This design comes from an exercise in tuning for small area, a short achievable clock period and few clock cycles on the open sky130 flow, not from production work. The RTL was checked by simulation tests, not by an equivalence proof against the original design.

== the previous run ==
==> module rx_path, before the edit <==
module rx_path (
  input  logic        clk,
  input  logic        rst_n,
  input  logic        qpsk,          
  input  logic        in_valid,
  output logic        in_ready,
  input  logic [31:0] in_data,
  input  logic        in_last,
  output logic        out_valid,
  input  logic        out_ready,
  output logic [7:0]  out_data,
  output logic        out_last
);
  logic [3:0] K;
  assign K = qpsk ? 4'd2 : 4'd1;
  logic signed [15:0] yI, yQ;
  logic [7:0]         pIn, pIo, pIt, pQn, pQo, pQt;
  logic               nsI, nsQ;      
  logic               v1, l1;
  logic               rdy;
  logic               acc;
  assign in_ready = rdy;
  assign acc      = in_valid & rdy;
  logic [7:0] eIn, eIo, eIt, eQn, eQo, eQt;
  logic [16:0] yIx, yQx;
  assign yIx = {yI, 1'b0};
  assign yQx = {yQ, 1'b0};
  always_comb begin
    for (int i = 0; i < 8; i++) begin
      eIn[i] = yIx[2*i+2];
      eIo[i] = yIx[2*i+1] ^ yIx[2*i];
      eIt[i] = (yIx[2*i+2] & ~yIx[2*i+1] & ~yIx[2*i]) | (~yIx[2*i+2] & yIx[2*i+1] & yIx[2*i]);
      eQn[i] = yQx[2*i+2];
      eQo[i] = yQx[2*i+1] ^ yQx[2*i];
      eQt[i] = (yQx[2*i+2] & ~yQx[2*i+1] & ~yQx[2*i]) | (~yQx[2*i+2] & yQx[2*i+1] & yQx[2*i]);
    end
  end
  logic [7:0] reG, imG;
  logic [7:1] reP, imP;
  logic       reX, imX;
  rx_sign u_sign (
    .yI(yI), .yQ(yQ),
    .pIn(pIn), .pIo(pIo), .pIt(pIt),
    .pQn(pQn), .pQo(pQo), .pQt(pQt),
    .reG(reG), .reP(reP), .reX(reX),
    .imG(imG), .imP(imP), .imX(imX)
  );
  logic y_p1, y_m1, y_pj, y_mj;
  assign y_p1 = (yI ==  16'sd32767) && (yQ == 16'sd0);
  assign y_m1 = (yI == -16'sd32767) && (yQ == 16'sd0);
  assign y_pj = (yI == 16'sd0) && (yQ ==  16'sd32767);
  assign y_mj = (yI == 16'sd0) && (yQ == -16'sd32767);
  logic fast, fb0, fb1;
  always_comb begin
    fast = y_p1 | y_m1 | y_pj | y_mj;
    if (y_p1)      begin fb0 = pIn[7]; fb1 = nsQ;    end
    else if (y_m1) begin fb0 = nsI;    fb1 = pQn[7]; end
    else if (y_pj) begin fb0 = pQn[7]; fb1 = pIn[7]; end
    else           begin fb0 = nsQ;    fb1 = nsI;    end
  end
  logic cre, cim;
  always_comb begin
    cre = reG[0];
    cim = imG[0];
    for (int i = 1; i < 8; i++) begin
      cre = reG[i] | (reP[i] & cre);
      cim = imG[i] | (imP[i] & cim);
    end
  end
  logic b0, b1;
  assign b0 = fast ? fb0 : (reX ^ cre);
  assign b1 = fast ? fb1 : (imX ^ cim);
  logic [7:0] pk;                      
  logic [3:0] fill;                    
  logic       plast;
  logic [7:0] ob;
  logic       obv, oblast;
  assign out_valid = obv;
  assign out_data  = ob;
  assign out_last  = oblast;
  logic [7:0] pk_sh;
  assign pk_sh = qpsk ? {b1, b0, pk[7:2]} : {b0, pk[7:1]};
  logic pend, done;
  assign pend = (fill == 4'd8);
  assign done = v1 & (fill + K == 4'd8);
  logic [3:0] fill_n, fill_w;
  logic       obv_n, obv_w, plast_n, oblast_n, ob_load;
  always_comb begin
    fill_n   = fill;
    obv_n    = obv & ~out_ready;
    plast_n  = plast;
    oblast_n = oblast;
    ob_load  = 1'b0;
    if (pend) begin
      if (~obv | out_ready) begin
        ob_load  = 1'b1;
        obv_n    = 1'b1;
        oblast_n = plast;
        fill_n   = v1 ? K : 4'd0;
        plast_n  = v1 & l1;
      end
    end else if (v1) begin
      if (done) begin
        if (~obv | out_ready) begin
          ob_load  = 1'b1;
          obv_n    = 1'b1;
          oblast_n = plast | l1;
          fill_n   = 4'd0;
          plast_n  = 1'b0;
        end else begin
          fill_n   = 4'd8;
          plast_n  = plast | l1;
        end
      end else begin
        fill_n  = fill + K;
        plast_n = plast | l1;
      end
    end
    fill_w = fill;
    obv_w  = obv;
    if (pend) begin
      if (~obv) begin
        obv_w  = 1'b1;
        fill_w = v1 ? K : 4'd0;
      end
    end else if (v1) begin
      if (done) begin
        if (~obv) begin
          obv_w  = 1'b1;
          fill_w = 4'd0;
        end else begin
          fill_w = 4'd8;
        end
      end else begin
        fill_w = fill + K;
      end
    end
  end
  logic [4:0] occ_w;
  assign occ_w = {1'b0, K} + {1'b0, fill_w} + (obv_w ? 5'd8 : 5'd0);
  always_ff @(posedge clk or negedge rst_n) begin
    if (!rst_n) begin
      pIn    <= 8'h7f;
      pIo    <= 8'h01;
      pIt    <= 8'h80;
      pQn    <= 8'h00;
      pQo    <= 8'h00;
      pQt    <= 8'h00;
      nsI    <= 1'b1;
      nsQ    <= 1'b0;
      v1     <= 1'b0;
      rdy    <= 1'b1;
      fill   <= 4'd0;
      plast  <= 1'b0;
      obv    <= 1'b0;
      oblast <= 1'b0;
    end else begin
      v1 <= acc;
      if (v1) begin
        pIn <= eIn; pIo <= eIo; pIt <= eIt;
        pQn <= eQn; pQo <= eQo; pQt <= eQt;
        nsI <= ((yI != 16'sd0) & ~yI[15]) | (yI == -16'sd32768);
        nsQ <= ((yQ != 16'sd0) & ~yQ[15]) | (yQ == -16'sd32768);
      end
      rdy    <= (occ_w + {1'b0, K}) <= 5'd16;
      fill   <= fill_n;
      plast  <= plast_n;
      obv    <= obv_n;
      oblast <= oblast_n;
    end
  end
  always_ff @(posedge clk) begin
    yI <= in_data[31:16];
    yQ <= in_data[15:0];
    l1 <= in_last;
    if (v1 & ~(pend & obv & ~out_ready)) pk <= pk_sh;
    if (ob_load) ob <= pend ? pk : pk_sh;
  end
endmodule
Settings: LEC_CHECK=0, CAP_MARGIN=20, CORE_MARGIN=2, CORE_UTILIZATION=40, SLEW_MARGIN=20; clock period 14.0 ns.
standard.sh (not shown) runs the stock make flow with config.mk's settings and CLKGATE_MAP_FILE= SYNTH_SCRIPT=/design/flow/synth_recipe.tcl, a recipe that flattens the netlist after the stock synthesis.
==> flow/flow/run.sh <==
#!/bin/bash
set -e
cd "$(dirname "$0")/.."
export SETUP_SLACK_MARGIN=${SETUP_SLACK_MARGIN:-7.5}
bash standard.sh > standard.log 2>&1
Testbench counts of the previous run, summed over its fixed seeds: cycles 2,336.
Here is what was changed in the inputs of the current run compared with the previous run.
--- a/flow/design.v
+++ b/flow/design.v
@@ -1294,22 +1294,27 @@
     if (y_p1)      begin fb0 = pIn[7]; fb1 = nsQ;    end
     else if (y_m1) begin fb0 = nsI;    fb1 = pQn[7]; end
     else if (y_pj) begin fb0 = pQn[7]; fb1 = pIn[7]; end
     else           begin fb0 = nsQ;    fb1 = nsI;    end
   end
+  logic [7:0] reG2, imG2;
+  logic [7:1] reP2, imP2;
+  logic       reX2, imX2;
+  logic       fast2, fb02, fb12;
+  logic       v2, l2;
   logic cre, cim;
   always_comb begin
-    cre = reG[0];
-    cim = imG[0];
+    cre = reG2[0];
+    cim = imG2[0];
     for (int i = 1; i < 8; i++) begin
-      cre = reG[i] | (reP[i] & cre);
-      cim = imG[i] | (imP[i] & cim);
+      cre = reG2[i] | (reP2[i] & cre);
+      cim = imG2[i] | (imP2[i] & cim);
     end
   end
   logic b0, b1;
-  assign b0 = fast ? fb0 : (reX ^ cre);
-  assign b1 = fast ? fb1 : (imX ^ cim);
+  assign b0 = fast2 ? fb02 : (reX2 ^ cre);
+  assign b1 = fast2 ? fb12 : (imX2 ^ cim);
   logic [7:0] pk;                      
   logic [3:0] fill;                    
   logic       plast;
   logic [7:0] ob;
   logic       obv, oblast;
@@ -1318,11 +1323,11 @@
   assign out_last  = oblast;
   logic [7:0] pk_sh;
   assign pk_sh = qpsk ? {b1, b0, pk[7:2]} : {b0, pk[7:1]};
   logic pend, done;
   assign pend = (fill == 4'd8);
-  assign done = v1 & (fill + K == 4'd8);
+  assign done = v2 & (fill + K == 4'd8);
   logic [3:0] fill_n, fill_w;
   logic       obv_n, obv_w, plast_n, oblast_n, ob_load;
   always_comb begin
     fill_n   = fill;
     obv_n    = obv & ~out_ready;
@@ -1332,38 +1337,38 @@
     if (pend) begin
       if (~obv | out_ready) begin
         ob_load  = 1'b1;
         obv_n    = 1'b1;
         oblast_n = plast;
-        fill_n   = v1 ? K : 4'd0;
-        plast_n  = v1 & l1;
+        fill_n   = v2 ? K : 4'd0;
+        plast_n  = v2 & l2;
       end
-    end else if (v1) begin
+    end else if (v2) begin
       if (done) begin
         if (~obv | out_ready) begin
           ob_load  = 1'b1;
           obv_n    = 1'b1;
-          oblast_n = plast | l1;
+          oblast_n = plast | l2;
           fill_n   = 4'd0;
           plast_n  = 1'b0;
         end else begin
           fill_n   = 4'd8;
-          plast_n  = plast | l1;
+          plast_n  = plast | l2;
         end
       end else begin
         fill_n  = fill + K;
-        plast_n = plast | l1;
+        plast_n = plast | l2;
       end
     end
     fill_w = fill;
     obv_w  = obv;
     if (pend) begin
       if (~obv) begin
         obv_w  = 1'b1;
-        fill_w = v1 ? K : 4'd0;
+        fill_w = v2 ? K : 4'd0;
       end
-    end else if (v1) begin
+    end else if (v2) begin
       if (done) begin
         if (~obv) begin
           obv_w  = 1'b1;
           fill_w = 4'd0;
         end else begin
@@ -1373,11 +1378,11 @@
         fill_w = fill + K;
       end
     end
   end
   logic [4:0] occ_w;
-  assign occ_w = {1'b0, K} + {1'b0, fill_w} + (obv_w ? 5'd8 : 5'd0);
+  assign occ_w = {1'b0, K} + (v1 ? {1'b0, K} : 5'd0) + {1'b0, fill_w} + (obv_w ? 5'd8 : 5'd0);
   always_ff @(posedge clk or negedge rst_n) begin
     if (!rst_n) begin
       pIn    <= 8'h7f;
       pIo    <= 8'h01;
       pIt    <= 8'h80;
@@ -1385,17 +1390,19 @@
       pQo    <= 8'h00;
       pQt    <= 8'h00;
       nsI    <= 1'b1;
       nsQ    <= 1'b0;
       v1     <= 1'b0;
+      v2     <= 1'b0;
       rdy    <= 1'b1;
       fill   <= 4'd0;
       plast  <= 1'b0;
       obv    <= 1'b0;
       oblast <= 1'b0;
     end else begin
       v1 <= acc;
+      v2 <= v1;
       if (v1) begin
         pIn <= eIn; pIo <= eIo; pIt <= eIt;
         pQn <= eQn; pQo <= eQo; pQt <= eQt;
         nsI <= ((yI != 16'sd0) & ~yI[15]) | (yI == -16'sd32768);
         nsQ <= ((yQ != 16'sd0) & ~yQ[15]) | (yQ == -16'sd32768);
@@ -1409,11 +1416,15 @@
   end
   always_ff @(posedge clk) begin
     yI <= in_data[31:16];
     yQ <= in_data[15:0];
     l1 <= in_last;
-    if (v1 & ~(pend & obv & ~out_ready)) pk <= pk_sh;
+    l2    <= l1;
+    reG2  <= reG;  reP2 <= reP;  reX2 <= reX;
+    imG2  <= imG;  imP2 <= imP;  imX2 <= imX;
+    fast2 <= fast; fb02 <= fb0;  fb12 <= fb1;
+    if (v2 & ~(pend & obv & ~out_ready)) pk <= pk_sh;
     if (ob_load) ob <= pend ? pk : pk_sh;
   end
 endmodule
 module rx_sign (
   input  logic [15:0] yI, yQ,
### Flow results
- Number of nets produced by synthesis in the current run is 72 above the previous run.
- The previous run -> the current run: post-synth design cell area increased slightly
- Summary of the comparison: layout net count is lower in the current run, relative to the previous run.
- Diff the previous run -> the current run: clock period minus final worst setup slack moved down, area of all placed cells without fillers lower, final core area utilization fell by 1.9 points.
Testbench counts of the current run, summed over its fixed seeds: cycles 2,352.

========
T:
dpsk_modem again, from the RTL that the note above started with.
Settings: LEC_CHECK=0, ABC_AREA=1, CAP_MARGIN=20, CORE_MARGIN=2, CORE_UTILIZATION=40, SLEW_MARGIN=20; clock period 14.0 ns.
Scripts as last shown in full above: flow/flow/run.sh
Testbench counts of T, summed over its fixed seeds: cycles 2,336.
diff inputs: T => R
--- a/flow/design.v
+++ b/flow/design.v
@@ -1296,18 +1296,23 @@
     else if (y_pj) begin fb0 = pQn[7]; fb1 = pIn[7]; end
     else           begin fb0 = nsQ;    fb1 = nsI;    end
   end
+  logic [7:0] reG2, imG2;
+  logic [7:1] reP2, imP2;
+  logic       reX2, imX2;
+  logic       fast2, fb02, fb12;
+  logic       v2, l2;
   logic cre, cim;
   always_comb begin
-    cre = reG[0];
-    cim = imG[0];
+    cre = reG2[0];
+    cim = imG2[0];
     for (int i = 1; i < 8; i++) begin
-      cre = reG[i] | (reP[i] & cre);
-      cim = imG[i] | (imP[i] & cim);
+      cre = reG2[i] | (reP2[i] & cre);
+      cim = imG2[i] | (imP2[i] & cim);
     end
   end
   logic b0, b1;
-  assign b0 = fast ? fb0 : (reX ^ cre);
-  assign b1 = fast ? fb1 : (imX ^ cim);
+  assign b0 = fast2 ? fb02 : (reX2 ^ cre);
+  assign b1 = fast2 ? fb12 : (imX2 ^ cim);
   logic [7:0] pk;                      
   logic [3:0] fill;                    
   logic       plast;
@@ -1320,7 +1325,7 @@
   assign pk_sh = qpsk ? {b1, b0, pk[7:2]} : {b0, pk[7:1]};
   logic pend, done;
   assign pend = (fill == 4'd8);
-  assign done = v1 & (fill + K == 4'd8);
+  assign done = v2 & (fill + K == 4'd8);
   logic [3:0] fill_n, fill_w;
   logic       obv_n, obv_w, plast_n, oblast_n, ob_load;
   always_comb begin
@@ -1334,24 +1339,24 @@
         ob_load  = 1'b1;
         obv_n    = 1'b1;
         oblast_n = plast;
-        fill_n   = v1 ? K : 4'd0;
-        plast_n  = v1 & l1;
+        fill_n   = v2 ? K : 4'd0;
+        plast_n  = v2 & l2;
       end
-    end else if (v1) begin
+    end else if (v2) begin
       if (done) begin
         if (~obv | out_ready) begin
           ob_load  = 1'b1;
           obv_n    = 1'b1;
-          oblast_n = plast | l1;
+          oblast_n = plast | l2;
           fill_n   = 4'd0;
           plast_n  = 1'b0;
         end else begin
           fill_n   = 4'd8;
-          plast_n  = plast | l1;
+          plast_n  = plast | l2;
         end
       end else begin
         fill_n  = fill + K;
-        plast_n = plast | l1;
+        plast_n = plast | l2;
       end
     end
     fill_w = fill;
@@ -1359,9 +1364,9 @@
     if (pend) begin
       if (~obv) begin
         obv_w  = 1'b1;
-        fill_w = v1 ? K : 4'd0;
+        fill_w = v2 ? K : 4'd0;
       end
-    end else if (v1) begin
+    end else if (v2) begin
       if (done) begin
         if (~obv) begin
           obv_w  = 1'b1;
@@ -1375,7 +1380,7 @@
     end
   end
   logic [4:0] occ_w;
-  assign occ_w = {1'b0, K} + {1'b0, fill_w} + (obv_w ? 5'd8 : 5'd0);
+  assign occ_w = {1'b0, K} + (v1 ? {1'b0, K} : 5'd0) + {1'b0, fill_w} + (obv_w ? 5'd8 : 5'd0);
   always_ff @(posedge clk or negedge rst_n) begin
     if (!rst_n) begin
       pIn    <= 8'h7f;
@@ -1387,6 +1392,7 @@
       nsI    <= 1'b1;
       nsQ    <= 1'b0;
       v1     <= 1'b0;
+      v2     <= 1'b0;
       rdy    <= 1'b1;
       fill   <= 4'd0;
       plast  <= 1'b0;
@@ -1394,6 +1400,7 @@
       oblast <= 1'b0;
     end else begin
       v1 <= acc;
+      v2 <= v1;
       if (v1) begin
         pIn <= eIn; pIo <= eIo; pIt <= eIt;
         pQn <= eQn; pQo <= eQo; pQt <= eQt;
@@ -1411,7 +1418,11 @@
     yI <= in_data[31:16];
     yQ <= in_data[15:0];
     l1 <= in_last;
-    if (v1 & ~(pend & obv & ~out_ready)) pk <= pk_sh;
+    l2    <= l1;
+    reG2  <= reG;  reP2 <= reP;  reX2 <= reX;
+    imG2  <= imG;  imP2 <= imP;  imX2 <= imX;
+    fast2 <= fast; fb02 <= fb0;  fb12 <= fb1;
+    if (v2 & ~(pend & obv & ~out_ready)) pk <= pk_sh;
     if (ob_load) ob <= pend ? pk : pk_sh;
   end
 endmodule
==> run notes <==
- R ended up with u_tx.pI[13] as its launching element of the worst setup path; T ended up with u_tx.pQ[10].
- Summary of R over T: die boundary height picked up an extra 1.8%; antenna cell count shows a reduction of 2.
- Summary of R over T: distinct cell type count of the synthesized netlist rose about 6.6%, sequential share of cell area moved up, upper clock frequency limit went down 0.91%.
Testbench counts of R, summed over its fixed seeds: cycles 2,352.

what the ideal ports hide:
No port has a modelled driver above. Below, the same layouts with a new extraction and two added sets of constraints. Step 1, drivers: a clkbuf_16 drives clk and a buf_2 each remaining input, both assumed. Step 2 adds t to the input delays and takes it off the output delays; t is the mean of the earliest and latest rising clock arrival at the registers after step 1. Input paths then give back, and output paths get back, about the clock's delay inside the block. Slacks: ideal ports / drivers / drivers and shift; pairs: ideal ports / drivers.
run | t (ns) | setup WS [ns] | latest minus earliest clock arrival (ns) | worst register clock-pin slew, ns
the previous run | 0.544 | 7.413 / 7.413 / 7.413 | 0.028 / 0.028 | 0.10 / 0.10
the current run | 0.661 | 7.654 / 7.654 / 7.654 | 0.032 / 0.032 | 0.07 / 0.07
T | 0.536 | 7.727 / 7.727 / 7.727 | 0.025 / 0.025 | 0.10 / 0.10
R | 0.678 | 7.670 / 7.670 / 7.670 | 0.028 / 0.028 | 0.07 / 0.07
After both steps setup and hold are still met in every run listed.
